This design comes from an exercise in tuning for small area, a short achievable clock period and few clock cycles on the open sky130 flow, not from production work.
At most, simulation tests tie the RTL to the original design; equivalence was not proved.
For runs 2 and 3, only the layout was checked, not whether the RTL still works.

==> flow/design.v, too long to show whole: its modules and the start of the top module <==
// module cmul: 487 lines
// module butterfly_ra2: 42 lines
// module bf_s0: 20 lines
// module bf_s1: 46 lines
// module bf_s2: 58 lines
// module ram128: 71 lines
// module wnp: 73 lines
// module fft: 118 lines
module fft(
	rst_n,
	clk,
	data1,
	fft_go,
	fft_done,
	fft_res
);
  // ...
==> flow/run.sh <==
#!/bin/bash
# synth_recipe.tcl (not shown) runs the flow's synth.tcl, then flattens the netlist and writes it again
# the make line also repeats each setting of config.mk as NAME=value (left out here)
make -C /OpenROAD-flow-scripts/flow DESIGN_CONFIG=/design/flow/config.mk WORK_HOME=/design/flow/orfs CLKGATE_MAP_FILE= SYNTH_SCRIPT=/design/flow/synth_recipe.tcl finish
==> flow/config.mk <==
export PLATFORM = sky130hd
export DESIGN_NAME = fft
export DESIGN_NICKNAME = fft
export VERILOG_FILES = /design/flow/design.v
export SDC_FILE = /design/flow/constraint.sdc
export NUM_CORES = 4
export LEC_CHECK = 0
export CAP_MARGIN = 20
export CORE_MARGIN = 2
export CORE_UTILIZATION = 40
export SLEW_MARGIN = 20
==> flow/constraint.sdc <==
create_clock -name core_clock -period 8.0 [get_ports {clk}]
set_input_delay 1.6000 -clock core_clock [delete_from_list [all_inputs] [get_ports {clk}]]
set_output_delay 1.6000 -clock core_clock [all_outputs]
set_load 0.01 [all_outputs]
==> impl_metrics.py, run 1 <==
metrics = {
    "global_routing": {
        "grt_max_degree": 73,
        "grt_pass1_vias": 58326,
        "grt.met2_usage_pct": 27.7,
        "grt_remaining_overflow": 0,
        "antenna_found_initial": 10,
    },
    "layout": {
        "biggestRegsByFlops": "st5.sr (544), st6.im (528), st6.re (528)",
        "final.signal_inverter_count": 872,
        "clock_buffers": 374,
        "post-route-util_pct": 45.4,
        "final_common_cell": "dfxtp_1",
        "fraction_of_area_in_multi_input_gates_pct": 34.6,
    },
    "critical_path": {
        "worstPathBufferInverterCount": 2,
        "reg2reg_setup_slack_ns": 4.10,
        "crit_path_max_fanout": 4,
        "setup.worst_path.start": "st2.ia[0]",
        "cp.arrival_ns": 4.68,
        "required_ns": 8.78,
        "reg2reg_to": "st2.i9r[8]",
    },
    "drt": {
        "drt_wl_total_mm": 212,
        "detailroute.via_count": 55837,
        "initialDrtViolationCount": 3563,
        "routedWlPerCell_um": 18.2,
        "firstDrtPassIters": 6,
        "drt-met1-wl_mm": 98.4,
    },
    "synth": {
        "number_of_enable_type_register_cells_in_the_synthesized_netlist": 0,
        "yosys.area_share.adder_pct": 17.4,
        "yosys_warn_count": 12,
        "ys_types": 88,
        "fraction_of_registers_with_async_set_or_reset_after_synthesis_pct": 0.400,
        "prevailing_post_synth_register_cell": "dfxtp_1",
    },
    "run_status": {
        "outcome": "timing/DRC/antenna clean",
    },
    "placed_design": {
        "postPlaceCellArea_mm2": 0.101,
        "place_hpwl_mm": 148,
    },
    "timing": {
        "period_needed_ns": 3.90,
        "report.final.slew_viol_count": 0,
    },
    "clocking": {
        "clock_tree.buffer_depth": 4,
        "clk_latency_ns": 0.95,
    },
    "worst_hold_path": {
        "hold_path_end": "st6.re[328]",
    },
    "floorplanning": {
        "io-pin-count": 28,
    },
}
Testbench counts, summed over its fixed seeds: cycles 18,288.
==> module butterfly_ra2, before the edit <==
module butterfly_ra2 #(parameter S = 3) (
	input             clk,
	input             inj,
	input             osel,
	input      [15:0] rs,
	input      [15:0] rc,
	input      [15:0] is,
	input      [15:0] ic,
	input      [15:0] xin,
	output     [15:0] xout
);
	localparam D = 1 << S;
	localparam L = D + 2;
	reg  [16*L-1:0] sr;                  
	wire [15:0] x1 = sr[16*L-1 -: 16];
	wire [15:0] xr7 = {x1[15], x1[15:8], 7'd0};
	wire [15:0] xi7 = {x1[7], x1[7:0], 7'd0};
	wire [15:0] nrs = ~rs, nrc = ~rc, nis = ~is, nic = ~ic;
	wire [15:0] ps1 = rs ^ rc ^ xr7;
	wire [15:0] pc1 = {((rs & rc) | (rs & xr7) | (rc & xr7)), 1'b0};
	wire [15:0] us1 = nrs ^ nrc ^ xr7;
	wire [15:0] uc1 = {((nrs & nrc) | (nrs & xr7) | (nrc & xr7)), 1'b1};
	wire [15:0] us2 = us1 ^ uc1 ^ 16'h0080;
	wire [15:0] uc2 = {((us1 & uc1) | ((us1 | uc1) & 16'h0080)), 1'b0};
	wire [15:0] qs1 = is ^ ic ^ xi7;
	wire [15:0] qc1 = {((is & ic) | (is & xi7) | (ic & xi7)), 1'b0};
	wire [15:0] vs1 = nis ^ nic ^ xi7;
	wire [15:0] vc1 = {((nis & nic) | (nis & xi7) | (nic & xi7)), 1'b1};
	wire [15:0] vs2 = vs1 ^ vc1 ^ 16'h0080;
	wire [15:0] vc2 = {((vs1 & vc1) | ((vs1 | vc1) & 16'h0080)), 1'b0};
	wire [15:0] p = ps1 + pc1;
	wire [15:0] u = us2 + uc2;
	wire [15:0] q = qs1 + qc1;
	wire [15:0] v = vs2 + vc2;
	integer k;
	always @(posedge clk) begin
		sr[15:0] <= xin;
		for (k = 1; k < L; k = k + 1)
			sr[16*k +: 16] <= (k == 2 && inj) ? {u[15:8], v[15:8]} : sr[16*(k-1) +: 16];
	end
	assign xout = osel ? x1 : {p[15:8], q[15:8]};
endmodule
==> module ram128, before the edit <==
module ram128 (
	input             clk,
	input             modeA,
	input             modeB,
	input             modeC,
	input             bypA,
	input             bypB,
	input             bypC,
	input      [7:0]  din,           
	output     [7:0]  dout,          
	input             inj,
	input             osel,
	input      [15:0] rs,            
	input      [15:0] rc,
	input      [15:0] is,
	input      [15:0] ic,
	input      [15:0] xin,
	output     [15:0] xout
);
	localparam D = 64;
	localparam L = D + 2;
	reg  [8*L-1:0] re;               
	reg  [8*L-1:0] im;
	wire [7:0] a_last = re[8*62 +: 8];
	wire [7:0] b_last = im[8*39 +: 8];
	wire [7:0] c_last = im[8*51 +: 8];
	wire [7:0] s_a = bypA ? din : a_last;
	wire [7:0] s_b = bypB ? s_a : b_last;
	assign dout = bypC ? s_b : c_last;
	wire [7:0] x1r = re[8*L-1 -: 8];
	wire [7:0] x1i = im[8*L-1 -: 8];
	wire [15:0] xr7 = {x1r[7], x1r, 7'd0};
	wire [15:0] xi7 = {x1i[7], x1i, 7'd0};
	wire [15:0] nrs = ~rs, nrc = ~rc, nis = ~is, nic = ~ic;
	wire [15:0] ps1 = rs ^ rc ^ xr7;
	wire [15:0] pc1 = {((rs & rc) | (rs & xr7) | (rc & xr7)), 1'b0};
	wire [15:0] us1 = nrs ^ nrc ^ xr7;
	wire [15:0] uc1 = {((nrs & nrc) | (nrs & xr7) | (nrc & xr7)), 1'b1};
	wire [15:0] us2 = us1 ^ uc1 ^ 16'h0080;
	wire [15:0] uc2 = {((us1 & uc1) | ((us1 | uc1) & 16'h0080)), 1'b0};
	wire [15:0] qs1 = is ^ ic ^ xi7;
	wire [15:0] qc1 = {((is & ic) | (is & xi7) | (ic & xi7)), 1'b0};
	wire [15:0] vs1 = nis ^ nic ^ xi7;
	wire [15:0] vc1 = {((nis & nic) | (nis & xi7) | (nic & xi7)), 1'b1};
	wire [15:0] vs2 = vs1 ^ vc1 ^ 16'h0080;
	wire [15:0] vc2 = {((vs1 & vc1) | ((vs1 | vc1) & 16'h0080)), 1'b0};
	wire [15:0] p = ps1 + pc1;
	wire [15:0] u = us2 + uc2;
	wire [15:0] q = qs1 + qc1;
	wire [15:0] v = vs2 + vc2;
	integer k;
	always @(posedge clk) begin
		re[7:0] <= modeA ? (bypA ? a_last : din) : xin[15:8];
		im[7:0] <= xin[7:0];
		for (k = 1; k < L; k = k + 1) begin
			if (k == 2 && inj) begin
				re[8*k +: 8] <= u[15:8];
				im[8*k +: 8] <= v[15:8];
			end else begin
				re[8*k +: 8] <= re[8*(k-1) +: 8];
				if (k == 10 && modeB)
					im[8*k +: 8] <= bypB ? b_last : s_a;
				else if (k == 40 && modeC)
					im[8*k +: 8] <= bypC ? c_last : s_b;
				else
					im[8*k +: 8] <= im[8*(k-1) +: 8];
			end
		end
	end
	assign xout = osel ? {x1r, x1i} : {p[15:8], q[15:8]};
endmodule
==> module fft, before the edit <==
module fft(
	rst_n,
	clk,
	data1,
	fft_go,
	fft_done,
	fft_res
);
	input rst_n;
	input clk;
	input signed [7:0] data1;
	input fft_go;
	output reg fft_done;
	output reg [15:0] fft_res;
	localparam [8:0] OUT0 = 9'd253;              
	localparam [8:0] LAST = OUT0 + 9'd127;       
	reg        run;
	reg  [8:0] cnt;
	always @(posedge clk or negedge rst_n)
		if (!rst_n) begin
			run <= 1'b0;
			cnt <= 9'd0;
		end else if (fft_go) begin
			run <= 1'b1;
			cnt <= 9'd1;
		end else if (run) begin
			cnt <= cnt + 9'd1;
			if (cnt == LAST)
				run <= 1'b0;
		end
	always @(posedge clk or negedge rst_n)
		if (!rst_n)
			fft_done <= 1'b0;
		else
			fft_done <= run & ~fft_go & (cnt >= OUT0 - 9'd1) & (cnt <= LAST - 9'd1);
	wire [8:0] cn = cnt + 9'd1;
	reg  bypA, bypB, bypC, modeA, modeB, modeC;
	reg  inj0, osel0, lo1, inj1, osel1, inj2, osel2;
	reg  [1:0] lo2;
	reg  inj3, osel3, inj4, osel4, inj5, osel5, inj6, osel6, sel6;
	reg  [5:0] tw3, tw4, tw5, tw6;
	wire [6:0] pA = cn[6:0] - 7'd4;
	wire [6:0] pB = cn[6:0] - 7'd67;
	wire [6:0] pC = cn[6:0] - 7'd97;
	wire [6:0] p0 = cn[6:0] - 7'd110;
	wire [6:0] p1 = cn[6:0] - 7'd112;
	wire [6:0] p2 = cn[6:0] - 7'd116;
	wire [6:0] p3 = cn[6:0] - 7'd122;
	wire [6:0] p4 = cn[6:0] - 7'd132;
	wire [6:0] p5 = cn[6:0] - 7'd150;
	wire [6:0] p6 = cn[6:0] - 7'd186;
	wire [6:0] j0 = p0 - 7'd1, q0 = p0 - 7'd2;
	wire [6:0] j1 = p1 - 7'd2, q1 = p1 - 7'd4;
	wire [6:0] j2 = p2 - 7'd2, q2 = p2 - 7'd6;
	wire [6:0] j3 = p3 - 7'd2, q3 = p3 - 7'd10;
	wire [6:0] j4 = p4 - 7'd2, q4 = p4 - 7'd18;
	wire [6:0] j5 = p5 - 7'd2, q5 = p5 - 7'd34;
	wire [6:0] j6 = p6 - 7'd2, q6 = p6 - 7'd66;
	always @(posedge clk) begin
		bypA <= pA[6] & ~pA[0];
		bypB <= pB[5] & ~pB[1];
		bypC <= pC[4] & ~pC[2];
		modeA <= cn <= 9'd131;
		modeB <= cn <= 9'd194;
		modeC <= cn <= 9'd224;
		inj0 <= j0[0];  osel0 <= q0[0];
		lo1 <= p1[0];   inj1 <= j1[1];  osel1 <= q1[1];
		lo2 <= p2[1:0]; inj2 <= j2[2];  osel2 <= q2[2];
		tw3 <= {p3[2:0], 3'd0}; inj3 <= j3[3]; osel3 <= q3[3];
		tw4 <= {p4[3:0], 2'd0}; inj4 <= j4[4]; osel4 <= q4[4];
		tw5 <= {p5[4:0], 1'd0}; inj5 <= j5[5]; osel5 <= q5[5];
		tw6 <= p6[5:0];
		inj6 <= j6[6] & (cn >= 9'd250);
		osel6 <= q6[6];
		sel6 <= cn >= 9'd250;
	end
	function automatic [8:0] mul127(input [7:0] x);
		begin
			if (x == 8'h80)
				mul127 = 9'h181;                     
			else if (!x[7] && x != 8'd0)
				mul127 = {1'b0, x} - 9'd1;           
			else
				mul127 = {x[7], x};                  
		end
	endfunction
	reg  [7:0] din;
	reg  [7:0] sc;
	reg  [8:0] sc9;                  
	wire [7:0] sc_n;
	always @(posedge clk) begin
		din <= data1;
		sc <= sc_n;
		sc9 <= mul127(sc_n);
	end
	wire [7:0]  s_0;
	wire [15:0] s_1, s_2, s_3, s_4, s_5, s_6;
	wire [15:0] rsa, rca, isa, ica, rsb, rcb, isb, icb, rsc, rcc, isc, icc;
	reg  [15:0] s_5a, s_5d;
	bf_s0 st0(.clk(clk), .inj(inj0), .osel(osel0), .xin(sc), .r9(sc9), .xout(s_0));
	bf_s1 st1(.clk(clk), .lo(lo1), .inj(inj1), .osel(osel1), .xin(s_0), .xout(s_1));
	bf_s2 st2(.clk(clk), .lo(lo2), .inj(inj2), .osel(osel2), .xin(s_1), .xout(s_2));
	cmul mula(.clk(clk), .x(sel6 ? s_5d : s_2), .idx(sel6 ? tw6 : tw3), .rs(rsa), .rc(rca), .is(isa), .ic(ica));
	cmul mulb(.clk(clk), .x(s_3), .idx(tw4), .rs(rsb), .rc(rcb), .is(isb), .ic(icb));
	cmul mulc(.clk(clk), .x(s_4), .idx(tw5), .rs(rsc), .rc(rcc), .is(isc), .ic(icc));
	butterfly_ra2 #(.S(3)) st3(.clk(clk), .inj(inj3), .osel(osel3), .rs(rsa), .rc(rca), .is(isa), .ic(ica), .xin(s_2), .xout(s_3));
	butterfly_ra2 #(.S(4)) st4(.clk(clk), .inj(inj4), .osel(osel4), .rs(rsb), .rc(rcb), .is(isb), .ic(icb), .xin(s_3), .xout(s_4));
	butterfly_ra2 #(.S(5)) st5(.clk(clk), .inj(inj5), .osel(osel5), .rs(rsc), .rc(rcc), .is(isc), .ic(icc), .xin(s_4), .xout(s_5));
	always @(posedge clk) begin
		s_5a <= s_5;
		s_5d <= s_5a;
	end
	ram128 st6(.clk(clk), .modeA(modeA), .modeB(modeB), .modeC(modeC),
		.bypA(bypA), .bypB(bypB), .bypC(bypC), .din(din), .dout(sc_n),
		.inj(inj6), .osel(osel6), .rs(rsa), .rc(rca), .is(isa), .ic(ica), .xin(s_5d), .xout(s_6));
	always @(posedge clk)
		fft_res <= s_6;
endmodule
==> run 2, diff against run 1 <==
--- a/flow/design.v
+++ b/flow/design.v
@@ -4,16 +4,17 @@
 	input      [5:0]  idx,
 	output reg [15:0] rs,
 	output reg [15:0] rc,
 	output reg [15:0] is,
 	output reg [15:0] ic
 );
 	reg  [7:0] xr, xi;
 	reg  [3:0] wr_neg, wr_one, wr_two, wi_neg, wi_one, wi_two, wn_neg;
+	reg  [3:0] wq_neg, wq_one, wq_two;
 	wire [3:0] wn_one = wi_one;
 	wire [3:0] wn_two = wi_two;
 	reg  [7:0] kr_k, ki_k;
 	reg  [43:0] rom;
 	always @(*)
 		case (idx)
 			6'd0: rom = 44'b00010001100000000000000000000000000100000001;    
 			6'd1: rom = 44'b00010001100000110010000100000000000100000110;    
@@ -80,16 +81,17 @@
 			6'd62: rom = 44'b10010010100101000110000000100100010101010001;    
 			6'd63: rom = 44'b10000001100000110010000100000100000001000101;    
 			default: rom = 44'd0;
 		endcase
 	always @(posedge clk) begin
 		xr <= x[15:8];
 		xi <= x[7:0];
 		{wr_neg, wr_one, wr_two, wi_neg, wi_one, wi_two, wn_neg, kr_k, ki_k} <= rom;
+		{wq_neg, wq_one, wq_two} <= ~rom[43:32];
 	end
 	wire t1 = ((wr_one[0] & xr[0]) ^ wr_neg[0]);
 	wire t2 = (((wr_one[0] & xr[1]) | (wr_two[0] & xr[0])) ^ wr_neg[0]);
 	wire t3 = (((wr_one[0] & xr[2]) | (wr_two[0] & xr[1])) ^ wr_neg[0]);
 	wire t4 = (((wr_one[0] & xr[3]) | (wr_two[0] & xr[2])) ^ wr_neg[0]);
 	wire t5 = (((wr_one[0] & xr[4]) | (wr_two[0] & xr[3])) ^ wr_neg[0]);
 	wire t6 = (((wr_one[0] & xr[5]) | (wr_two[0] & xr[4])) ^ wr_neg[0]);
 	wire t7 = (((wr_one[0] & xr[6]) | (wr_two[0] & xr[5])) ^ wr_neg[0]);
@@ -277,52 +279,52 @@
 	wire t189 = t159 ^ t132 ^ t158;
 	wire t190 = (t159 & t132) | (t159 & t158) | (t132 & t158);
 	wire t191 = t161 ^ t136 ^ t160;
 	wire t192 = (t161 & t136) | (t161 & t160) | (t136 & t160);
 	wire t193 = t163 ^ t140 ^ t162;
 	wire t194 = (t163 & t140) | (t163 & t162) | (t140 & t162);
 	wire t195 = t165 ^ 1'b1 ^ t164;
 	wire t196 = (t165 & 1'b1) | (t165 & t164) | (1'b1 & t164);
-	wire t197 = ((wr_one[0] & xi[0]) ^ wr_neg[0]);
-	wire t198 = (((wr_one[0] & xi[1]) | (wr_two[0] & xi[0])) ^ wr_neg[0]);
-	wire t199 = (((wr_one[0] & xi[2]) | (wr_two[0] & xi[1])) ^ wr_neg[0]);
-	wire t200 = (((wr_one[0] & xi[3]) | (wr_two[0] & xi[2])) ^ wr_neg[0]);
-	wire t201 = (((wr_one[0] & xi[4]) | (wr_two[0] & xi[3])) ^ wr_neg[0]);
-	wire t202 = (((wr_one[0] & xi[5]) | (wr_two[0] & xi[4])) ^ wr_neg[0]);
-	wire t203 = (((wr_one[0] & xi[6]) | (wr_two[0] & xi[5])) ^ wr_neg[0]);
-	wire t204 = (((wr_one[0] & xi[7]) | (wr_two[0] & xi[6])) ^ wr_neg[0]);
-	wire t205 = ~(((wr_one[0] & xi[7]) | (wr_two[0] & xi[7])) ^ wr_neg[0]);
-	wire t206 = ((wr_one[1] & xi[0]) ^ wr_neg[1]);
-	wire t207 = (((wr_one[1] & xi[1]) | (wr_two[1] & xi[0])) ^ wr_neg[1]);
-	wire t208 = (((wr_one[1] & xi[2]) | (wr_two[1] & xi[1])) ^ wr_neg[1]);
-	wire t209 = (((wr_one[1] & xi[3]) | (wr_two[1] & xi[2])) ^ wr_neg[1]);
-	wire t210 = (((wr_one[1] & xi[4]) | (wr_two[1] & xi[3])) ^ wr_neg[1]);
-	wire t211 = (((wr_one[1] & xi[5]) | (wr_two[1] & xi[4])) ^ wr_neg[1]);
-	wire t212 = (((wr_one[1] & xi[6]) | (wr_two[1] & xi[5])) ^ wr_neg[1]);
-	wire t213 = (((wr_one[1] & xi[7]) | (wr_two[1] & xi[6])) ^ wr_neg[1]);
-	wire t214 = ~(((wr_one[1] & xi[7]) | (wr_two[1] & xi[7])) ^ wr_neg[1]);
-	wire t215 = ((wr_one[2] & xi[0]) ^ wr_neg[2]);
-	wire t216 = (((wr_one[2] & xi[1]) | (wr_two[2] & xi[0])) ^ wr_neg[2]);
-	wire t217 = (((wr_one[2] & xi[2]) | (wr_two[2] & xi[1])) ^ wr_neg[2]);
-	wire t218 = (((wr_one[2] & xi[3]) | (wr_two[2] & xi[2])) ^ wr_neg[2]);
-	wire t219 = (((wr_one[2] & xi[4]) | (wr_two[2] & xi[3])) ^ wr_neg[2]);
-	wire t220 = (((wr_one[2] & xi[5]) | (wr_two[2] & xi[4])) ^ wr_neg[2]);
-	wire t221 = (((wr_one[2] & xi[6]) | (wr_two[2] & xi[5])) ^ wr_neg[2]);
-	wire t222 = (((wr_one[2] & xi[7]) | (wr_two[2] & xi[6])) ^ wr_neg[2]);
-	wire t223 = ~(((wr_one[2] & xi[7]) | (wr_two[2] & xi[7])) ^ wr_neg[2]);
-	wire t224 = ((wr_one[3] & xi[0]) ^ wr_neg[3]);
-	wire t225 = (((wr_one[3] & xi[1]) | (wr_two[3] & xi[0])) ^ wr_neg[3]);
-	wire t226 = (((wr_one[3] & xi[2]) | (wr_two[3] & xi[1])) ^ wr_neg[3]);
-	wire t227 = (((wr_one[3] & xi[3]) | (wr_two[3] & xi[2])) ^ wr_neg[3]);
-	wire t228 = (((wr_one[3] & xi[4]) | (wr_two[3] & xi[3])) ^ wr_neg[3]);
-	wire t229 = (((wr_one[3] & xi[5]) | (wr_two[3] & xi[4])) ^ wr_neg[3]);
-	wire t230 = (((wr_one[3] & xi[6]) | (wr_two[3] & xi[5])) ^ wr_neg[3]);
-	wire t231 = (((wr_one[3] & xi[7]) | (wr_two[3] & xi[6])) ^ wr_neg[3]);
-	wire t232 = ~(((wr_one[3] & xi[7]) | (wr_two[3] & xi[7])) ^ wr_neg[3]);
+	wire t197 = ((~wq_one[0] & xi[0]) ^ ~wq_neg[0]);
+	wire t198 = (((~wq_one[0] & xi[1]) | (~wq_two[0] & xi[0])) ^ ~wq_neg[0]);
+	wire t199 = (((~wq_one[0] & xi[2]) | (~wq_two[0] & xi[1])) ^ ~wq_neg[0]);
+	wire t200 = (((~wq_one[0] & xi[3]) | (~wq_two[0] & xi[2])) ^ ~wq_neg[0]);
+	wire t201 = (((~wq_one[0] & xi[4]) | (~wq_two[0] & xi[3])) ^ ~wq_neg[0]);
+	wire t202 = (((~wq_one[0] & xi[5]) | (~wq_two[0] & xi[4])) ^ ~wq_neg[0]);
+	wire t203 = (((~wq_one[0] & xi[6]) | (~wq_two[0] & xi[5])) ^ ~wq_neg[0]);
+	wire t204 = (((~wq_one[0] & xi[7]) | (~wq_two[0] & xi[6])) ^ ~wq_neg[0]);
+	wire t205 = ~(((~wq_one[0] & xi[7]) | (~wq_two[0] & xi[7])) ^ ~wq_neg[0]);
+	wire t206 = ((~wq_one[1] & xi[0]) ^ ~wq_neg[1]);
+	wire t207 = (((~wq_one[1] & xi[1]) | (~wq_two[1] & xi[0])) ^ ~wq_neg[1]);
+	wire t208 = (((~wq_one[1] & xi[2]) | (~wq_two[1] & xi[1])) ^ ~wq_neg[1]);
+	wire t209 = (((~wq_one[1] & xi[3]) | (~wq_two[1] & xi[2])) ^ ~wq_neg[1]);
+	wire t210 = (((~wq_one[1] & xi[4]) | (~wq_two[1] & xi[3])) ^ ~wq_neg[1]);
+	wire t211 = (((~wq_one[1] & xi[5]) | (~wq_two[1] & xi[4])) ^ ~wq_neg[1]);
+	wire t212 = (((~wq_one[1] & xi[6]) | (~wq_two[1] & xi[5])) ^ ~wq_neg[1]);
+	wire t213 = (((~wq_one[1] & xi[7]) | (~wq_two[1] & xi[6])) ^ ~wq_neg[1]);
+	wire t214 = ~(((~wq_one[1] & xi[7]) | (~wq_two[1] & xi[7])) ^ ~wq_neg[1]);
+	wire t215 = ((~wq_one[2] & xi[0]) ^ ~wq_neg[2]);
+	wire t216 = (((~wq_one[2] & xi[1]) | (~wq_two[2] & xi[0])) ^ ~wq_neg[2]);
+	wire t217 = (((~wq_one[2] & xi[2]) | (~wq_two[2] & xi[1])) ^ ~wq_neg[2]);
+	wire t218 = (((~wq_one[2] & xi[3]) | (~wq_two[2] & xi[2])) ^ ~wq_neg[2]);
+	wire t219 = (((~wq_one[2] & xi[4]) | (~wq_two[2] & xi[3])) ^ ~wq_neg[2]);
+	wire t220 = (((~wq_one[2] & xi[5]) | (~wq_two[2] & xi[4])) ^ ~wq_neg[2]);
+	wire t221 = (((~wq_one[2] & xi[6]) | (~wq_two[2] & xi[5])) ^ ~wq_neg[2]);
+	wire t222 = (((~wq_one[2] & xi[7]) | (~wq_two[2] & xi[6])) ^ ~wq_neg[2]);
+	wire t223 = ~(((~wq_one[2] & xi[7]) | (~wq_two[2] & xi[7])) ^ ~wq_neg[2]);
+	wire t224 = ((~wq_one[3] & xi[0]) ^ ~wq_neg[3]);
+	wire t225 = (((~wq_one[3] & xi[1]) | (~wq_two[3] & xi[0])) ^ ~wq_neg[3]);
+	wire t226 = (((~wq_one[3] & xi[2]) | (~wq_two[3] & xi[1])) ^ ~wq_neg[3]);
+	wire t227 = (((~wq_one[3] & xi[3]) | (~wq_two[3] & xi[2])) ^ ~wq_neg[3]);
+	wire t228 = (((~wq_one[3] & xi[4]) | (~wq_two[3] & xi[3])) ^ ~wq_neg[3]);
+	wire t229 = (((~wq_one[3] & xi[5]) | (~wq_two[3] & xi[4])) ^ ~wq_neg[3]);
+	wire t230 = (((~wq_one[3] & xi[6]) | (~wq_two[3] & xi[5])) ^ ~wq_neg[3]);
+	wire t231 = (((~wq_one[3] & xi[7]) | (~wq_two[3] & xi[6])) ^ ~wq_neg[3]);
+	wire t232 = ~(((~wq_one[3] & xi[7]) | (~wq_two[3] & xi[7])) ^ ~wq_neg[3]);
 	wire t233 = ((wi_one[0] & xr[0]) ^ wi_neg[0]);
 	wire t234 = (((wi_one[0] & xr[1]) | (wi_two[0] & xr[0])) ^ wi_neg[0]);
 	wire t235 = (((wi_one[0] & xr[2]) | (wi_two[0] & xr[1])) ^ wi_neg[0]);
 	wire t236 = (((wi_one[0] & xr[3]) | (wi_two[0] & xr[2])) ^ wi_neg[0]);
 	wire t237 = (((wi_one[0] & xr[4]) | (wi_two[0] & xr[3])) ^ wi_neg[0]);
 	wire t238 = (((wi_one[0] & xr[5]) | (wi_two[0] & xr[4])) ^ wi_neg[0]);
 	wire t239 = (((wi_one[0] & xr[6]) | (wi_two[0] & xr[5])) ^ wi_neg[0]);
 	wire t240 = (((wi_one[0] & xr[7]) | (wi_two[0] & xr[6])) ^ wi_neg[0]);
@@ -488,49 +490,55 @@
 module butterfly_ra2 #(parameter S = 3) (
 	input             clk,
 	input             inj,
 	input             osel,
 	input      [15:0] rs,
 	input      [15:0] rc,
 	input      [15:0] is,
 	input      [15:0] ic,
+	input             ineg,
 	input      [15:0] xin,
 	output     [15:0] xout
 );
 	localparam D = 1 << S;
-	localparam L = D + 2;
+	localparam L = D + 3;
 	reg  [16*L-1:0] sr;                  
-	wire [15:0] x1 = sr[16*L-1 -: 16];
+	reg  [15:0]     ar, br;
+	wire [15:0] x1 = sr[16*(D+1) +: 16];
 	wire [15:0] xr7 = {x1[15], x1[15:8], 7'd0};
 	wire [15:0] xi7 = {x1[7], x1[7:0], 7'd0};
 	wire [15:0] nrs = ~rs, nrc = ~rc, nis = ~is, nic = ~ic;
 	wire [15:0] ps1 = rs ^ rc ^ xr7;
 	wire [15:0] pc1 = {((rs & rc) | (rs & xr7) | (rc & xr7)), 1'b0};
 	wire [15:0] us1 = nrs ^ nrc ^ xr7;
 	wire [15:0] uc1 = {((nrs & nrc) | (nrs & xr7) | (nrc & xr7)), 1'b1};
 	wire [15:0] us2 = us1 ^ uc1 ^ 16'h0080;
 	wire [15:0] uc2 = {((us1 & uc1) | ((us1 | uc1) & 16'h0080)), 1'b0};
-	wire [15:0] qs1 = is ^ ic ^ xi7;
-	wire [15:0] qc1 = {((is & ic) | (is & xi7) | (ic & xi7)), 1'b0};
+	wire [15:0] xq7 = {x1[7], x1[7:0], {7{ineg}}};
+	wire [15:0] qs1 = is ^ ic ^ xq7;
+	wire [15:0] qc1 = {((is & ic) | (is & xq7) | (ic & xq7)), 1'b0};
 	wire [15:0] vs1 = nis ^ nic ^ xi7;
 	wire [15:0] vc1 = {((nis & nic) | (nis & xi7) | (nic & xi7)), 1'b1};
-	wire [15:0] vs2 = vs1 ^ vc1 ^ 16'h0080;
-	wire [15:0] vc2 = {((vs1 & vc1) | ((vs1 | vc1) & 16'h0080)), 1'b0};
+	wire [15:0] vk = ineg ? 16'h0001 : 16'h0080;
+	wire [15:0] vs2 = vs1 ^ vc1 ^ vk;
+	wire [15:0] vc2 = {((vs1 & vc1) | ((vs1 | vc1) & vk)), 1'b0};
 	wire [15:0] p = ps1 + pc1;
 	wire [15:0] u = us2 + uc2;
 	wire [15:0] q = qs1 + qc1;
 	wire [15:0] v = vs2 + vc2;
 	integer k;
 	always @(posedge clk) begin
 		sr[15:0] <= xin;
 		for (k = 1; k < L; k = k + 1)
-			sr[16*k +: 16] <= (k == 2 && inj) ? {u[15:8], v[15:8]} : sr[16*(k-1) +: 16];
+			sr[16*k +: 16] <= (k == 3 && inj) ? br : sr[16*(k-1) +: 16];
+		ar <= {p[15:8], ineg ? v[15:8] : q[15:8]};
+		br <= {u[15:8], ineg ? q[15:8] : v[15:8]};
 	end
-	assign xout = osel ? x1 : {p[15:8], q[15:8]};
+	assign xout = osel ? sr[16*L-1 -: 16] : ar;
 endmodule
 module bf_s0 (
 	input             clk,
 	input             inj,
 	input             osel,
 	input      [7:0]  xin,
 	input      [8:0]  r9,
 	output     [7:0]  xout
@@ -588,73 +596,66 @@
 		r3 <= r2;
 		r9r <= lo ? 9'd0 : mul127(xin);
 		i9r <= lo ? mul127n(xin) : 9'd0;
 		ar <= {p[8:1], i9r[8:1]};
 		br <= {u[8:1], v[8:1]};
 	end
 	assign xout = osel ? r3 : ar;
 endmodule
-module bf_s2 (
+module cmul2 (
 	input             clk,
+	input      [15:0] x,
 	input      [1:0]  lo,
-	input             inj,
-	input             osel,
-	input      [15:0] xin,
-	output     [15:0] xout
+	output reg [15:0] rs,
+	output reg [15:0] rc,
+	output reg [15:0] is,
+	output reg [15:0] ic,
+	output reg        ineg
 );
-	localparam D = 4;
-	localparam L = D + 2;
-	reg  [16*L-1:0] sr;
-	reg  [9:0]      ra, ia;          
-	reg             k90;             
-	reg  [8:0]      r9r, i9r;
-	wire [8:0] xr = {xin[15], xin[15:8]};
-	wire [8:0] xi = {xin[7], xin[7:0]};
-	wire [9:0] xr10 = {xr[8], xr};
-	wire [9:0] xi10 = {xi[8], xi};
+	reg  [9:0] ra, ia;           
+	reg        k90;              
+	reg        ineg0;
+	wire [9:0] xr10 = {{2{x[15]}}, x[15:8]};
+	wire [9:0] xi10 = {{2{x[7]}}, x[7:0]};
 	wire [9:0] s = xr10 + xi10;
 	wire [9:0] d = xi10 - xr10;
-	wire [9:0] nx = ~xr10 + 10'd1;               
-	wire [9:0] ns = ~xr10 + ~xi10 + 10'd2;       
 	reg  [9:0] ra_n, ia_n;
 	always @(*)
 		case (lo)
 			2'd0: begin ra_n = xr10; ia_n = xi10; end
 			2'd1: begin ra_n = s;    ia_n = d;    end
-			2'd2: begin ra_n = xi10; ia_n = nx;   end
-			default: begin ra_n = d; ia_n = ns;   end
+			2'd2: begin ra_n = xi10; ia_n = xr10; end
+			default: begin ra_n = d; ia_n = s;    end
 		endcase
-	wire signed [9:0]  ras = ra;
-	wire signed [9:0]  ias = ia;
-	wire signed [15:0] sra = ras;
-	wire signed [15:0] sia = ias;
-	wire signed [15:0] rel = k90 ? (sra <<< 6) + (sra <<< 4) + (sra <<< 3) + (sra <<< 1)
-	                             : (sra <<< 7) - sra;
-	wire signed [15:0] img = k90 ? (sia <<< 6) + (sia <<< 4) + (sia <<< 3) + (sia <<< 1)
-	                             : (sia <<< 7) - sia;
-	wire [15:0] x1 = sr[16*L-1 -: 16];
-	wire [8:0]  p = {x1[15], x1[15:8]} + r9r;
-	wire [8:0]  u = {x1[15], x1[15:8]} - r9r;
-	wire [8:0]  q = {x1[7], x1[7:0]} + i9r;
-	wire [8:0]  v = {x1[7], x1[7:0]} - i9r;
-	integer k;
+	wire [15:0] ar = {{6{ra[9]}}, ra};
+	wire [15:0] ai = {{6{ia[9]}}, ia};
+	wire [15:0] r1 = k90 ? ar << 6 : ar << 7;
+	wire [15:0] r2 = k90 ? ar << 4 : ~ar;
+	wire [15:0] r3 = k90 ? ar << 3 : 16'd0;
+	wire [15:0] r4 = k90 ? ar << 1 : 16'd0;
+	wire [15:0] i1 = k90 ? ai << 6 : ai << 7;
+	wire [15:0] i2 = k90 ? ai << 4 : ~ai;
+	wire [15:0] i3 = k90 ? ai << 3 : 16'd0;
+	wire [15:0] i4 = k90 ? ai << 1 : 16'd0;
+	wire [15:0] rs1 = r1 ^ r2 ^ r3;
+	wire [15:0] rc1 = {((r1 & r2) | (r1 & r3) | (r2 & r3)), ~k90};
+	wire [15:0] is1 = i1 ^ i2 ^ i3;
+	wire [15:0] ic1 = {((i1 & i2) | (i1 & i3) | (i2 & i3)), ~k90};
 	always @(posedge clk) begin
-		sr[15:0] <= xin;
-		sr[31:16] <= sr[15:0];
-		sr[47:32] <= inj ? {u[8:1], v[8:1]} : sr[31:16];
-		for (k = 3; k < L; k = k + 1)
-			sr[16*k +: 16] <= sr[16*(k-1) +: 16];
 		ra <= ra_n;
 		ia <= ia_n;
 		k90 <= lo[0];
-		r9r <= rel[15:7];
-		i9r <= img[15:7];
+		ineg0 <= lo[1];
+		rs <= rs1 ^ rc1 ^ r4;
+		rc <= {((rs1 & rc1) | (rs1 & r4) | (rc1 & r4)), 1'b0};
+		is <= is1 ^ ic1 ^ i4;
+		ic <= {((is1 & ic1) | (is1 & i4) | (ic1 & i4)), 1'b0};
+		ineg <= ineg0;
 	end
-	assign xout = osel ? x1 : {p[8:1], q[8:1]};
 endmodule
 module ram128 (
 	input             clk,
 	input             modeA,
 	input             modeB,
 	input             modeC,
 	input             bypA,
 	input             bypB,
@@ -666,27 +667,28 @@
 	input      [15:0] rs,            
 	input      [15:0] rc,
 	input      [15:0] is,
 	input      [15:0] ic,
 	input      [15:0] xin,
 	output     [15:0] xout
 );
 	localparam D = 64;
-	localparam L = D + 2;
+	localparam L = D + 3;
 	reg  [8*L-1:0] re;               
 	reg  [8*L-1:0] im;
 	wire [7:0] a_last = re[8*62 +: 8];
 	wire [7:0] b_last = im[8*39 +: 8];
 	wire [7:0] c_last = im[8*51 +: 8];
 	wire [7:0] s_a = bypA ? din : a_last;
 	wire [7:0] s_b = bypB ? s_a : b_last;
 	assign dout = bypC ? s_b : c_last;
-	wire [7:0] x1r = re[8*L-1 -: 8];
-	wire [7:0] x1i = im[8*L-1 -: 8];
+	reg  [15:0] ar, br;              
+	wire [7:0] x1r = re[8*(D+1) +: 8];
+	wire [7:0] x1i = im[8*(D+1) +: 8];
 	wire [15:0] xr7 = {x1r[7], x1r, 7'd0};
 	wire [15:0] xi7 = {x1i[7], x1i, 7'd0};
 	wire [15:0] nrs = ~rs, nrc = ~rc, nis = ~is, nic = ~ic;
 	wire [15:0] ps1 = rs ^ rc ^ xr7;
 	wire [15:0] pc1 = {((rs & rc) | (rs & xr7) | (rc & xr7)), 1'b0};
 	wire [15:0] us1 = nrs ^ nrc ^ xr7;
 	wire [15:0] uc1 = {((nrs & nrc) | (nrs & xr7) | (nrc & xr7)), 1'b1};
 	wire [15:0] us2 = us1 ^ uc1 ^ 16'h0080;
@@ -701,31 +703,35 @@
 	wire [15:0] u = us2 + uc2;
 	wire [15:0] q = qs1 + qc1;
 	wire [15:0] v = vs2 + vc2;
 	integer k;
 	always @(posedge clk) begin
 		re[7:0] <= modeA ? (bypA ? a_last : din) : xin[15:8];
 		im[7:0] <= xin[7:0];
 		for (k = 1; k < L; k = k + 1) begin
-			if (k == 2 && inj) begin
-				re[8*k +: 8] <= u[15:8];
-				im[8*k +: 8] <= v[15:8];
+			if (k == 3 && inj) begin
+				re[8*k +: 8] <= br[15:8];
+				im[8*k +: 8] <= br[7:0];
 			end else begin
 				re[8*k +: 8] <= re[8*(k-1) +: 8];
 				if (k == 10 && modeB)
 					im[8*k +: 8] <= bypB ? b_last : s_a;
 				else if (k == 40 && modeC)
 					im[8*k +: 8] <= bypC ? c_last : s_b;
 				else
 					im[8*k +: 8] <= im[8*(k-1) +: 8];
 			end
 		end
 	end
-	assign xout = osel ? {x1r, x1i} : {p[15:8], q[15:8]};
+	always @(posedge clk) begin
+		ar <= {p[15:8], q[15:8]};
+		br <= {u[15:8], v[15:8]};
+	end
+	assign xout = osel ? {re[8*L-1 -: 8], im[8*L-1 -: 8]} : ar;
 endmodule
 module wnp (
 	input      [5:0]  address,
 	output reg [15:0] q
 );
 	always @(*)
 		case (address)
       6'd0: q = 16'h7f00;
@@ -804,17 +810,17 @@
 	fft_res
 );
 	input rst_n;
 	input clk;
 	input signed [7:0] data1;
 	input fft_go;
 	output reg fft_done;
 	output reg [15:0] fft_res;
-	localparam [8:0] OUT0 = 9'd253;              
+	localparam [8:0] OUT0 = 9'd256;              
 	localparam [8:0] LAST = OUT0 + 9'd127;       
 	reg        run;
 	reg  [8:0] cnt;
 	always @(posedge clk or negedge rst_n)
 		if (!rst_n) begin
 			run <= 1'b0;
 			cnt <= 9'd0;
 		end else if (fft_go) begin
@@ -825,56 +831,49 @@
 			if (cnt == LAST)
 				run <= 1'b0;
 		end
 	always @(posedge clk or negedge rst_n)
 		if (!rst_n)
 			fft_done <= 1'b0;
 		else
 			fft_done <= run & ~fft_go & (cnt >= OUT0 - 9'd1) & (cnt <= LAST - 9'd1);
-	wire [8:0] cn = cnt + 9'd1;
 	reg  bypA, bypB, bypC, modeA, modeB, modeC;
 	reg  inj0, osel0, lo1, inj1, osel1, inj2, osel2;
 	reg  [1:0] lo2;
 	reg  inj3, osel3, inj4, osel4, inj5, osel5, inj6, osel6, sel6;
 	reg  [5:0] tw3, tw4, tw5, tw6;
-	wire [6:0] pA = cn[6:0] - 7'd4;
-	wire [6:0] pB = cn[6:0] - 7'd67;
-	wire [6:0] pC = cn[6:0] - 7'd97;
-	wire [6:0] p0 = cn[6:0] - 7'd110;
-	wire [6:0] p1 = cn[6:0] - 7'd112;
-	wire [6:0] p2 = cn[6:0] - 7'd116;
-	wire [6:0] p3 = cn[6:0] - 7'd122;
-	wire [6:0] p4 = cn[6:0] - 7'd132;
-	wire [6:0] p5 = cn[6:0] - 7'd150;
-	wire [6:0] p6 = cn[6:0] - 7'd186;
-	wire [6:0] j0 = p0 - 7'd1, q0 = p0 - 7'd2;
-	wire [6:0] j1 = p1 - 7'd2, q1 = p1 - 7'd4;
-	wire [6:0] j2 = p2 - 7'd2, q2 = p2 - 7'd6;
-	wire [6:0] j3 = p3 - 7'd2, q3 = p3 - 7'd10;
-	wire [6:0] j4 = p4 - 7'd2, q4 = p4 - 7'd18;
-	wire [6:0] j5 = p5 - 7'd2, q5 = p5 - 7'd34;
-	wire [6:0] j6 = p6 - 7'd2, q6 = p6 - 7'd66;
+	wire [6:0] c7 = cnt[6:0];
+	wire [6:0] pA = c7 - 7'd3;       
+	wire [6:0] pB = c7 - 7'd66;
+	wire [6:0] pC = c7 - 7'd96;
+	wire [6:0] j0 = c7 - 7'd110, q0 = c7 - 7'd111;      
+	wire [6:0] p1 = c7 - 7'd111, j1 = c7 - 7'd113, q1 = c7 - 7'd115;
+	wire [6:0] p2 = c7 - 7'd115, j2 = c7 - 7'd118, q2 = c7 - 7'd122;
+	wire [6:0] p3 = c7 - 7'd122, j3 = c7 - 7'd125, q3 = c7 - 7'd133;
+	wire [6:0] p4 = c7 - 7'd133, j4 = c7 - 7'd136, q4 = c7 - 7'd152;
+	wire [6:0] p5 = c7 - 7'd152, j5 = c7 - 7'd155, q5 = c7 - 7'd187;
+	wire [6:0] p6 = c7 - 7'd187, j6 = c7 - 7'd190, q6 = c7 - 7'd254;
 	always @(posedge clk) begin
 		bypA <= pA[6] & ~pA[0];
 		bypB <= pB[5] & ~pB[1];
 		bypC <= pC[4] & ~pC[2];
-		modeA <= cn <= 9'd131;
-		modeB <= cn <= 9'd194;
-		modeC <= cn <= 9'd224;
+		modeA <= cnt <= 9'd130;
+		modeB <= cnt <= 9'd193;
+		modeC <= cnt <= 9'd223;
 		inj0 <= j0[0];  osel0 <= q0[0];
 		lo1 <= p1[0];   inj1 <= j1[1];  osel1 <= q1[1];
 		lo2 <= p2[1:0]; inj2 <= j2[2];  osel2 <= q2[2];
 		tw3 <= {p3[2:0], 3'd0}; inj3 <= j3[3]; osel3 <= q3[3];
 		tw4 <= {p4[3:0], 2'd0}; inj4 <= j4[4]; osel4 <= q4[4];
 		tw5 <= {p5[4:0], 1'd0}; inj5 <= j5[5]; osel5 <= q5[5];
 		tw6 <= p6[5:0];
-		inj6 <= j6[6] & (cn >= 9'd250);
+		inj6 <= j6[6] & (cnt >= 9'd251);
 		osel6 <= q6[6];
-		sel6 <= cn >= 9'd250;
+		sel6 <= cnt >= 9'd250;
 	end
 	function automatic [8:0] mul127(input [7:0] x);
 		begin
 			if (x == 8'h80)
 				mul127 = 9'h181;                     
 			else if (!x[7] && x != 8'd0)
 				mul127 = {1'b0, x} - 9'd1;           
 			else
@@ -888,28 +887,26 @@
 	always @(posedge clk) begin
 		din <= data1;
 		sc <= sc_n;
 		sc9 <= mul127(sc_n);
 	end
 	wire [7:0]  s_0;
 	wire [15:0] s_1, s_2, s_3, s_4, s_5, s_6;
 	wire [15:0] rsa, rca, isa, ica, rsb, rcb, isb, icb, rsc, rcc, isc, icc;
-	reg  [15:0] s_5a, s_5d;
+	wire [15:0] rs2, rc2, is2, ic2;
+	wire        ineg2;
 	bf_s0 st0(.clk(clk), .inj(inj0), .osel(osel0), .xin(sc), .r9(sc9), .xout(s_0));
 	bf_s1 st1(.clk(clk), .lo(lo1), .inj(inj1), .osel(osel1), .xin(s_0), .xout(s_1));
-	bf_s2 st2(.clk(clk), .lo(lo2), .inj(inj2), .osel(osel2), .xin(s_1), .xout(s_2));
-	cmul mula(.clk(clk), .x(sel6 ? s_5d : s_2), .idx(sel6 ? tw6 : tw3), .rs(rsa), .rc(rca), .is(isa), .ic(ica));
+	cmul2 mul2(.clk(clk), .x(s_1), .lo(lo2), .rs(rs2), .rc(rc2), .is(is2), .ic(ic2), .ineg(ineg2));
+	butterfly_ra2 #(.S(2)) st2(.clk(clk), .inj(inj2), .osel(osel2), .rs(rs2), .rc(rc2), .is(is2), .ic(ic2), .ineg(ineg2), .xin(s_1), .xout(s_2));
+	cmul mula(.clk(clk), .x(sel6 ? s_5 : s_2), .idx(sel6 ? tw6 : tw3), .rs(rsa), .rc(rca), .is(isa), .ic(ica));
 	cmul mulb(.clk(clk), .x(s_3), .idx(tw4), .rs(rsb), .rc(rcb), .is(isb), .ic(icb));
 	cmul mulc(.clk(clk), .x(s_4), .idx(tw5), .rs(rsc), .rc(rcc), .is(isc), .ic(icc));
-	butterfly_ra2 #(.S(3)) st3(.clk(clk), .inj(inj3), .osel(osel3), .rs(rsa), .rc(rca), .is(isa), .ic(ica), .xin(s_2), .xout(s_3));
-	butterfly_ra2 #(.S(4)) st4(.clk(clk), .inj(inj4), .osel(osel4), .rs(rsb), .rc(rcb), .is(isb), .ic(icb), .xin(s_3), .xout(s_4));
-	butterfly_ra2 #(.S(5)) st5(.clk(clk), .inj(inj5), .osel(osel5), .rs(rsc), .rc(rcc), .is(isc), .ic(icc), .xin(s_4), .xout(s_5));
-	always @(posedge clk) begin
-		s_5a <= s_5;
-		s_5d <= s_5a;
-	end
+	butterfly_ra2 #(.S(3)) st3(.clk(clk), .inj(inj3), .osel(osel3), .rs(rsa), .rc(rca), .is(isa), .ic(ica), .ineg(1'b0), .xin(s_2), .xout(s_3));
+	butterfly_ra2 #(.S(4)) st4(.clk(clk), .inj(inj4), .osel(osel4), .rs(rsb), .rc(rcb), .is(isb), .ic(icb), .ineg(1'b0), .xin(s_3), .xout(s_4));
+	butterfly_ra2 #(.S(5)) st5(.clk(clk), .inj(inj5), .osel(osel5), .rs(rsc), .rc(rcc), .is(isc), .ic(icc), .ineg(1'b0), .xin(s_4), .xout(s_5));
 	ram128 st6(.clk(clk), .modeA(modeA), .modeB(modeB), .modeC(modeC),
 		.bypA(bypA), .bypB(bypB), .bypC(bypC), .din(din), .dout(sc_n),
-		.inj(inj6), .osel(osel6), .rs(rsa), .rc(rca), .is(isa), .ic(ica), .xin(s_5d), .xout(s_6));
+		.inj(inj6), .osel(osel6), .rs(rsa), .rc(rca), .is(isa), .ic(ica), .xin(s_5), .xout(s_6));
 	always @(posedge clk)
 		fft_res <= s_6;
 endmodule
==> flow/config.mk (replaced) <==
export PLATFORM = sky130hd
export DESIGN_NAME = fft
export DESIGN_NICKNAME = fft
export VERILOG_FILES = /design/flow/design.v
export SDC_FILE = /design/flow/constraint.sdc
export NUM_CORES = 4
export LEC_CHECK = 0
export CAP_MARGIN = 20
export CORE_MARGIN = 2
export CORE_UTILIZATION = 40
export CTS_CLUSTER_DIAMETER = 60
export CTS_CLUSTER_SIZE = 30
export SETUP_SLACK_MARGIN = 5.0
export SLEW_MARGIN = 20
==> run 2 against run 1 <==
Effect of this change: still clean on timing, DRC and antenna; global-route usage down 0.73 points; clock-buffer cell count shrank 180; wire length rose by 5.2%; maximum frequency up 19%; via count up 2.9%; synthesized area up 7.9%; non-clock buffer count rose by 235; register-to-register slack gained 0.62 ns; highest routed layer unchanged.
==> impl_metrics.py, run 2 <==
metrics = {
    "clocking": {
        "hold_bufs_at_cts": 0,
        "tritoncts": "yes",
        "cts_num_sinks": 3119,
        "clk_root_buffer_cell": "clkbuf_16",
        "worst_setup_hold_path_clk_slew_ns": 0.10,
        "h-tree-depth": 4,
        "clock_tree.buffer_depth": 4,
        "cts_buffers": 186,
        "clk_latency_ns": 0.92,
    },
    "synth": {
        "prevailing_post_synth_register_cell": "dfxtp_1",
        "ys_seq_elements": 3119,
        "post_synth_instance_area_mm2": 0.106,
        "synth.area.top_cells": "dfxtp_1, fa_1, ha_1, xnor2_1, inv_1",
        "ys_types": 76,
        "synth.most_common_cell": "dfxtp_1",
        "yosys_warn_count": 20,
        "postSynthCellCount": 8526,
        "fraction_of_registers_with_async_set_or_reset_after_synthesis_pct": 0.353,
        "number_of_enable_type_register_cells_in_the_synthesized_netlist": 0,
        "ys_top_cells_by_count": "dfxtp_1, inv_1, ha_1",
        "synth_top_cell_area_share_pct": 58.8,
        "synthDominantAreaCellType": "dfxtp_1",
        "synth.avg_cell_area_um2": 12.4,
        "synth.yosys.seq_area_share_pct": 59.1,
    },
    "drt": {
        "viasPerCell": 4.66,
        "drt_wl_total_mm": 223,
        "ant_nets": 0,
        "detailroute.via_count": 57433,
        "firstDrtPassIters": 8,
        "routedWlPerCell_um": 18.1,
        "detail_route.drc_violations": 0,
        "initialDrtViolationCount": 3387,
    },
    "critical_path": {
        "worst_setup_path_start_kind": "register",
        "crit_path_max_fanout": 2,
        "worstSetupPathType": "register to register",
        "cp.arrival_ns": 4.08,
        "crit_path_end_kind": "register",
        "required_ns": 8.79,
    },
    "placed_design": {
        "place.gp.congestion": 0.875,
        "place_hpwl_mm": 157,
        "placement.io_buffers": 27,
        "dp_worst_setup_slack_ns": 4.08,
    },
    "layout": {
        "largest_register_ffs": 560,
        "sequential_cell_area_mm2": 0.0630,
        "final.fill_count": 23726,
        "multi_input_area_mm2": 0.0407,
        "biggestRegsByFlops": "st5.sr (560), st6.im (536), st6.re (536)",
        "final_common_cell": "dfxtp_1",
        "mostFrequentLayoutCells": "dfxtp_1, inv_1, ha_1",
        "synthToLayoutAreaGrowth_pct": 14.4,
        "drive_gt1_share_pct": 16.8,
        "registers.top_by_ff_count": "st5.sr",
        "final_net_count": 9811,
    },
    "timing": {
        "slew_headroom_pct": 27.1,
        "max_freq_ghz": 0.304,
        "final-hold-violation-count": 0,
        "final.setup.worst_slack_ns": 4.72,
        "fin_worst_skew_ns": 0.0907,
        "fin_hold_ws_ns": 0.268,
        "timing.setup.tns_ns": 0,
        "worst_pin_slew_ns": 1.06,
        "fin_crit_sh_pct": 41.1,
        "report.final.slew_viol_count": 0,
        "setup_viol": 0,
        "period_needed_ns": 3.28,
        "unrepaired_setup_endpoints_after_global_routing": "yes",
    },
    "global_routing": {
        "global_route.usage.total_pct": 16.4,
        "grt_max_degree": 69,
        "grt_remaining_overflow": 0,
        "antenna_found_initial": 13,
        "grt_pass1_vias": 59102,
        "first_pass_grt_wire_length_mm": 345,
    },
    "floorplanning": {
        "io-pin-count": 28,
        "chip_height_um": 518,
        "std_cell_rows": 188,
        "initial_core_utilization_pct": 40.3,
        "core_area_mm2": 0.263,
        "floorplan.die_area_mm2": 0.269,
        "die_w_um": 518,
    },
    "worst_hold_path": {
        "min-delay-path-class": "register to register",
    },
    "run_status": {
        "outcome": "timing/DRC/antenna clean",
    },
    "run": {
        "maxCapViolCount": 0,
    },
}
-- run 2: changes by cell type in the layout (fill, tap and decap cells not counted), sizes merged, moves of 79 or more --
cell,delta
o22ai,+80
dfxtp,+367
mux2,+107
buf,+251
a22oi,-79
clkbuf,-180
-- run 2: final timing paths --
check	start	slack, ns	to	cells past startpoint
max	mulb.ic[7]	4.72	st4.br[7]	13
min in group asynchronous	rst_n	1.21	cnt[4]	1
max in group asynchronous	rst_n	6.13	cnt[1]	1
max reg2reg	mulb.ic[7]	4.72	st4.br[7]	13
min reg2reg	st5.sr[391]	0.27	st5.sr[407]	0
min	st5.sr[391]	0.27	st5.sr[407]	0
-- run 2: worst max-delay path: stages, from the launching register on --
cell	delay, ns
dfxtp_2	0.34
fa_1	0.57
inv_1	0.05
ha_1	0.28
inv_2	0.04
ha_4	0.23
a21o_1	0.15
a21o_1	0.18
a21o_1	0.19
o21a_1	0.20
o31a_1	0.30
or3_4	0.36
a31oi_4	0.19
xnor2_1	0.13
-- run 2: cell families (layout without fill, tap and decap cells) --
group,count (synthesis),in the layout,synth area share (%)
flip-flops,3119,3119,59.1
buffers and inverters,1221,1474,4.34
adder cells (fa/ha/maj),1140,1140,16.9
AO/OA/AOI/OAI,1133,1133,6.88
AND/OR/NAND/NOR,959,959,4.09
XOR/XNOR,641,641,5.31
multiplexers,311,311,3.36
other,2,20,0.00710
-- run 2: what timing repair did --
item	in CTS	in global routing
cloned	3	0
setup endpoints to repair	317	233
setup buffers	178	61
pin swaps	134	191
gates resized for setup	541	322
-- run 2: layer usage --
layer / vias up / track usage (%) / wire [µm]
met2: 1199 / 26.9 / 105000
met4: 0 / 6.01 / 8100
met3: 367 / 2.05 / 8660
li1: 27761 / - / -
met1: 28106 / 22.0 / 102000
met5: - / 0 / 0
-- run 2: layout make-up --
class / count / area share, %
clock inverters: 117 / 1.75
flip-flops and latches: 3119 / 52.1
multi-input cells: 4190 / 33.6
repair buffers: 298 / 2.18
well taps: 3515 / 3.63
clock buffers: 194 / 3.92
diodes: 14 / 0.0289
inverters: 863 / 2.80
repair inverters: 2 / 0.0103
-- run 2: per-stage QoR --
step	instances	instance area [µm²]	utilization [%]
2_1_floorplan	8530	107000	-
3_3_place_gp	11745	110000	41.8
3_5_place_dp	11745	110000	41.8
4_1_cts	12237	119000	45.4
5_1_grt	12309	121000	46.1
6_report	12312	121000	46.1
==> run 3, diff against run 2 <==
--- a/flow/design.v
+++ b/flow/design.v
@@ -502,6 +502,5 @@
 	localparam D = 1 << S;
-	localparam L = D + 3;
+	localparam L = D + 2;
 	reg  [16*L-1:0] sr;                  
-	reg  [15:0]     ar, br;
-	wire [15:0] x1 = sr[16*(D+1) +: 16];
+	wire [15:0] x1 = sr[16*L-1 -: 16];
 	wire [15:0] xr7 = {x1[15], x1[15:8], 7'd0};
@@ -527,2 +526,4 @@
 	wire [15:0] v = vs2 + vc2;
+	wire [15:0] a = {p[15:8], ineg ? v[15:8] : q[15:8]};
+	wire [15:0] b = {u[15:8], ineg ? q[15:8] : v[15:8]};
 	integer k;
@@ -531,7 +532,5 @@
 		for (k = 1; k < L; k = k + 1)
-			sr[16*k +: 16] <= (k == 3 && inj) ? br : sr[16*(k-1) +: 16];
-		ar <= {p[15:8], ineg ? v[15:8] : q[15:8]};
-		br <= {u[15:8], ineg ? q[15:8] : v[15:8]};
+			sr[16*k +: 16] <= (k == 2 && inj) ? b : sr[16*(k-1) +: 16];
 	end
-	assign xout = osel ? sr[16*L-1 -: 16] : ar;
+	assign xout = osel ? x1 : a;
 endmodule
@@ -674,3 +673,3 @@
 	localparam D = 64;
-	localparam L = D + 3;
+	localparam L = D + 2;
 	reg  [8*L-1:0] re;               
@@ -683,5 +682,4 @@
 	assign dout = bypC ? s_b : c_last;
-	reg  [15:0] ar, br;              
-	wire [7:0] x1r = re[8*(D+1) +: 8];
-	wire [7:0] x1i = im[8*(D+1) +: 8];
+	wire [7:0] x1r = re[8*L-1 -: 8];
+	wire [7:0] x1i = im[8*L-1 -: 8];
 	wire [15:0] xr7 = {x1r[7], x1r, 7'd0};
@@ -710,5 +708,5 @@
 		for (k = 1; k < L; k = k + 1) begin
-			if (k == 3 && inj) begin
-				re[8*k +: 8] <= br[15:8];
-				im[8*k +: 8] <= br[7:0];
+			if (k == 2 && inj) begin
+				re[8*k +: 8] <= u[15:8];
+				im[8*k +: 8] <= v[15:8];
 			end else begin
@@ -724,7 +722,3 @@
 	end
-	always @(posedge clk) begin
-		ar <= {p[15:8], q[15:8]};
-		br <= {u[15:8], v[15:8]};
-	end
-	assign xout = osel ? {re[8*L-1 -: 8], im[8*L-1 -: 8]} : ar;
+	assign xout = osel ? {x1r, x1i} : {p[15:8], q[15:8]};
 endmodule
@@ -817,3 +811,3 @@
 	output reg [15:0] fft_res;
-	localparam [8:0] OUT0 = 9'd256;              
+	localparam [8:0] OUT0 = 9'd253;              
 	localparam [8:0] LAST = OUT0 + 9'd127;       
@@ -849,7 +843,7 @@
 	wire [6:0] p1 = c7 - 7'd111, j1 = c7 - 7'd113, q1 = c7 - 7'd115;
-	wire [6:0] p2 = c7 - 7'd115, j2 = c7 - 7'd118, q2 = c7 - 7'd122;
-	wire [6:0] p3 = c7 - 7'd122, j3 = c7 - 7'd125, q3 = c7 - 7'd133;
-	wire [6:0] p4 = c7 - 7'd133, j4 = c7 - 7'd136, q4 = c7 - 7'd152;
-	wire [6:0] p5 = c7 - 7'd152, j5 = c7 - 7'd155, q5 = c7 - 7'd187;
-	wire [6:0] p6 = c7 - 7'd187, j6 = c7 - 7'd190, q6 = c7 - 7'd254;
+	wire [6:0] p2 = c7 - 7'd115, j2 = c7 - 7'd117, q2 = c7 - 7'd121;
+	wire [6:0] p3 = c7 - 7'd121, j3 = c7 - 7'd123, q3 = c7 - 7'd131;
+	wire [6:0] p4 = c7 - 7'd131, j4 = c7 - 7'd133, q4 = c7 - 7'd149;
+	wire [6:0] p5 = c7 - 7'd149, j5 = c7 - 7'd151, q5 = c7 - 7'd183;
+	wire [6:0] p6 = c7 - 7'd185, j6 = c7 - 7'd187, q6 = c7 - 7'd251;
 	always @(posedge clk) begin
@@ -868,5 +862,5 @@
 		tw6 <= p6[5:0];
-		inj6 <= j6[6] & (cnt >= 9'd251);
+		inj6 <= j6[6] & (cnt >= 9'd249);
 		osel6 <= q6[6];
-		sel6 <= cnt >= 9'd250;
+		sel6 <= cnt >= 9'd249;
 	end
@@ -896,2 +890,3 @@
 	wire        ineg2;
+	reg  [15:0] s_5a, s_5d;
 	bf_s0 st0(.clk(clk), .inj(inj0), .osel(osel0), .xin(sc), .r9(sc9), .xout(s_0));
@@ -900,3 +895,3 @@
 	butterfly_ra2 #(.S(2)) st2(.clk(clk), .inj(inj2), .osel(osel2), .rs(rs2), .rc(rc2), .is(is2), .ic(ic2), .ineg(ineg2), .xin(s_1), .xout(s_2));
-	cmul mula(.clk(clk), .x(sel6 ? s_5 : s_2), .idx(sel6 ? tw6 : tw3), .rs(rsa), .rc(rca), .is(isa), .ic(ica));
+	cmul mula(.clk(clk), .x(sel6 ? s_5d : s_2), .idx(sel6 ? tw6 : tw3), .rs(rsa), .rc(rca), .is(isa), .ic(ica));
 	cmul mulb(.clk(clk), .x(s_3), .idx(tw4), .rs(rsb), .rc(rcb), .is(isb), .ic(icb));
@@ -906,5 +901,9 @@
 	butterfly_ra2 #(.S(5)) st5(.clk(clk), .inj(inj5), .osel(osel5), .rs(rsc), .rc(rcc), .is(isc), .ic(icc), .ineg(1'b0), .xin(s_4), .xout(s_5));
+	always @(posedge clk) begin
+		s_5a <= s_5;
+		s_5d <= s_5a;
+	end
 	ram128 st6(.clk(clk), .modeA(modeA), .modeB(modeB), .modeC(modeC),
 		.bypA(bypA), .bypB(bypB), .bypC(bypC), .din(din), .dout(sc_n),
-		.inj(inj6), .osel(osel6), .rs(rsa), .rc(rca), .is(isa), .ic(ica), .xin(s_5), .xout(s_6));
+		.inj(inj6), .osel(osel6), .rs(rsa), .rc(rca), .is(isa), .ic(ica), .xin(s_5d), .xout(s_6));
 	always @(posedge clk)
==> run 3 against run 2 <==
Effect of this change: non-clock buffer count is 101 higher; clock-buffer cell count decreased by 21; highest routed layer unchanged; critical endpoint is now mula.xi[6]; still clean; worst hold slack improved by 0.014 ns.
==> impl_metrics.py, run 3 <==
metrics = {
    "run": {
        "maxCapViolCount": 0,
    },
    "clocking": {
        "clock_tree.buffer_depth": 3,
        "tritoncts": "yes",
        "clk_latency_ns": 0.87,
        "cts_num_sinks": 2910,
        "worst_setup_hold_path_clk_slew_ns": 0.10,
        "cts_buffers": 169,
        "clk_root_buffer_cell": "clkbuf_16",
        "h-tree-depth": 4,
    },
    "layout": {
        "final.fill_count": 22516,
        "largest_register_ffs": 544,
        "mostFrequentLayoutCells": "dfxtp_1, inv_1, ha_1",
        "synthToLayoutAreaGrowth_pct": 16.3,
        "final_common_cell": "dfxtp_1",
        "sequential_cell_area_mm2": 0.0589,
        "multi_input_area_mm2": 0.0419,
        "registers.top_by_ff_count": "st5.sr",
        "biggestRegsByFlops": "st5.sr (544), st6.im (528), st6.re (528)",
        "final_cell_count_no_fill": 12221,
        "final_net_count": 9870,
        "drive_gt1_share_pct": 18.8,
    },
    "global_routing": {
        "antenna_found_initial": 19,
        "first_pass_grt_wire_length_mm": 352,
        "global_route.usage.total_pct": 17.6,
        "grt_remaining_overflow": 0,
        "grt_pass1_vias": 58744,
        "grt_max_degree": 54,
    },
    "timing": {
        "timing.setup.tns_ns": 0,
        "fin_worst_skew_ns": 0.0751,
        "setup_viol": 0,
        "final.setup.worst_slack_ns": 4.46,
        "slew_headroom_pct": 26.4,
        "report.final.slew_viol_count": 0,
        "max_freq_ghz": 0.282,
        "unrepaired_setup_endpoints_after_global_routing": "yes",
        "final-hold-violation-count": 0,
        "worst_pin_slew_ns": 1.10,
        "fin_crit_sh_pct": 44.3,
        "fin_hold_ws_ns": 0.282,
        "period_needed_ns": 3.54,
    },
    "critical_path": {
        "critPathSlowestCell": "fa_1",
        "worstSetupPathType": "register to register",
        "required_ns": 8.79,
        "worst_setup_path_start_kind": "register",
        "slowest_delay_ns": 0.48,
        "cp.arrival_ns": 4.33,
        "critPathMostFrequentCell": "fa_1",
        "rr_startpoint": "st2.sr[80]",
        "crit_path_max_fanout": 6,
        "cp_cell_sequence": "fa_1 > fa_1 > ha_2 > nand3_1 > a21oi_1 > nor4_4 > o41ai_2 > xor2_1 > mux2i_1 > o21ai_2 > mux2_4",
        "setup.worst_path.start": "st2.sr[80]",
        "crit_path_end_kind": "register",
    },
    "floorplanning": {
        "floorplan.die_area_mm2": 0.259,
        "chip_height_um": 509,
        "die_w_um": 509,
        "initial_core_utilization_pct": 40.2,
        "core_area_mm2": 0.254,
        "std_cell_rows": 185,
        "io-pin-count": 28,
    },
    "drt": {
        "detailroute.via_count": 58211,
        "routedWlPerCell_um": 18.8,
        "initialDrtViolationCount": 3879,
        "viasPerCell": 4.76,
        "ant_nets": 0,
        "firstDrtPassIters": 6,
        "drt_wl_total_mm": 230,
        "detail_route.drc_violations": 0,
    },
    "placed_design": {
        "placement.io_buffers": 27,
        "place.gp.congestion": 0.907,
        "place_hpwl_mm": 161,
        "dp_worst_setup_slack_ns": 4.17,
        "placed_instance_count": 11586,
    },
    "synth": {
        "post_synth_instance_area_mm2": 0.102,
        "fraction_of_registers_with_async_set_or_reset_after_synthesis_pct": 0.378,
        "synth.area.top_cells": "dfxtp_1, fa_1, ha_1, xnor2_1, inv_1",
        "postSynthCellCount": 8519,
        "ys_seq_elements": 2910,
        "ys_top_cells_by_count": "dfxtp_1, inv_1, ha_1",
        "synthDominantAreaCellType": "dfxtp_1",
        "ys_types": 87,
        "synth.avg_cell_area_um2": 12.0,
        "prevailing_post_synth_register_cell": "dfxtp_1",
        "number_of_enable_type_register_cells_in_the_synthesized_netlist": 0,
        "synth.most_common_cell": "dfxtp_1",
        "synth_top_cell_area_share_pct": 56.9,
        "synth.yosys.seq_area_share_pct": 57.2,
        "yosys_warn_count": 20,
    },
    "run_status": {
        "outcome": "timing/DRC/antenna clean",
    },
    "worst_hold_path": {
        "worst_hold_launch": "st5.sr[448]",
        "min-delay-path-class": "register to register",
    },
}
## run 3: metrics by stage
stage | utilization [%] | area, µm²
after CTS | 45.9 | 116000
after global placement | 41.7 | 106000
after floorplan | - | 103000
final | 46.7 | 119000
after global routing | 46.7 | 119000
after detailed placement | 41.7 | 106000
## run 3: area by class of cell
type	instances	share of cell area (%)
Multi-Input combinational cell	4319	35.3
Clock inverter	113	1.75
Timing Repair Buffer	399	3.03
Clock buffer	173	3.60
Tap cell	3366	3.55
Sequential cell	2910	49.6
Timing Repair inverter	1	0.00422
Antenna cell	15	0.0316
Inverter	925	3.09
## run 3: worst paths after layout
kind	slack, ns	endpoint	cells past startpoint
min in group asynchronous	1.09	cnt[6]	1
worst max register to register	4.46	mula.xi[6]	11
worst max-delay path	4.46	mula.xi[6]	11
max in group asynchronous	6.47	cnt[1]	1
worst min register to register	0.28	st5.sr[464]	0
worst min-delay path	0.28	st5.sr[464]	0
## run 3: cell families after synthesis
| family | count (synthesis) | synth area share, % |
|---|---|---|
| buffers and inverters | 1295 | 4.77 |
| XOR/XNOR | 666 | 5.72 |
| flip-flops | 2910 | 57.2 |
| other | 2 | 0.00736 |
| AND/OR/NAND/NOR | 1027 | 4.54 |
| multiplexers | 198 | 2.22 |
| AO/OA/AOI/OAI | 1283 | 8.03 |
| adder cells (fa/ha/maj) | 1138 | 17.6 |
## run 3: what timing repair did
action / CTS / global route
hold endpoints to repair: 0 / 0
setup buffers: 246 / 85
resized for setup: 730 / 413
hold buffers: 0 / 0
pin swaps: 181 / 200
setup endpoints to repair: 343 / 258
gates cloned: 3 / 0
## run 3: layer usage
layer	part of all wire, %	track usage (%)	vias up
met5	0	0	-
met4	3.9	6.49	0
met3	4.4	2.54	398
met2	45	27.7	1304
met1	46	24.6	28580
li1	-	-	27929
## run 3: worst max-delay path, delay by kind of cell, from the launching register on
family	cells	cell delay [ns]
compound gates	3	0.97
mux	2	0.32
simple gates	2	0.23
xor+xnor	1	0.26
fa+ha+maj	3	1.28
flops	1	0.39

port drivers added, routing unchanged:
How much do the figures lean on ideal ports? The routed layouts below were timed once more, with nothing changed but the port constraints. Step 1 (the two cells are an assumption about what drives the block):
set clk [get_ports {clk}]
set_driving_cell -lib_cell sky130_fd_sc_hd__clkbuf_16 $clk
set_driving_cell -lib_cell sky130_fd_sc_hd__buf_2 [delete_from_list [all_inputs] $clk]
Step 2 also shifts input and output timing later by t, the mid clock arrival at the registers, as if the neighbouring blocks saw the same clock. a / b / c = no drivers / after step 1 / after step 2; a / b = the first two.
run	shift t [ns]	slack for setup (ns)	worst setup path after step 2	worst data-port slew with drivers (ns)
run 1	0.989	4.099 / 4.099 / 4.099	register to register	0.10
run 2	0.967	4.716 / 4.716 / 4.716	register to register	0.17
run 3	0.924	4.457 / 4.457 / 4.457	register to register	0.25
After both steps setup and hold are still met in every run listed.
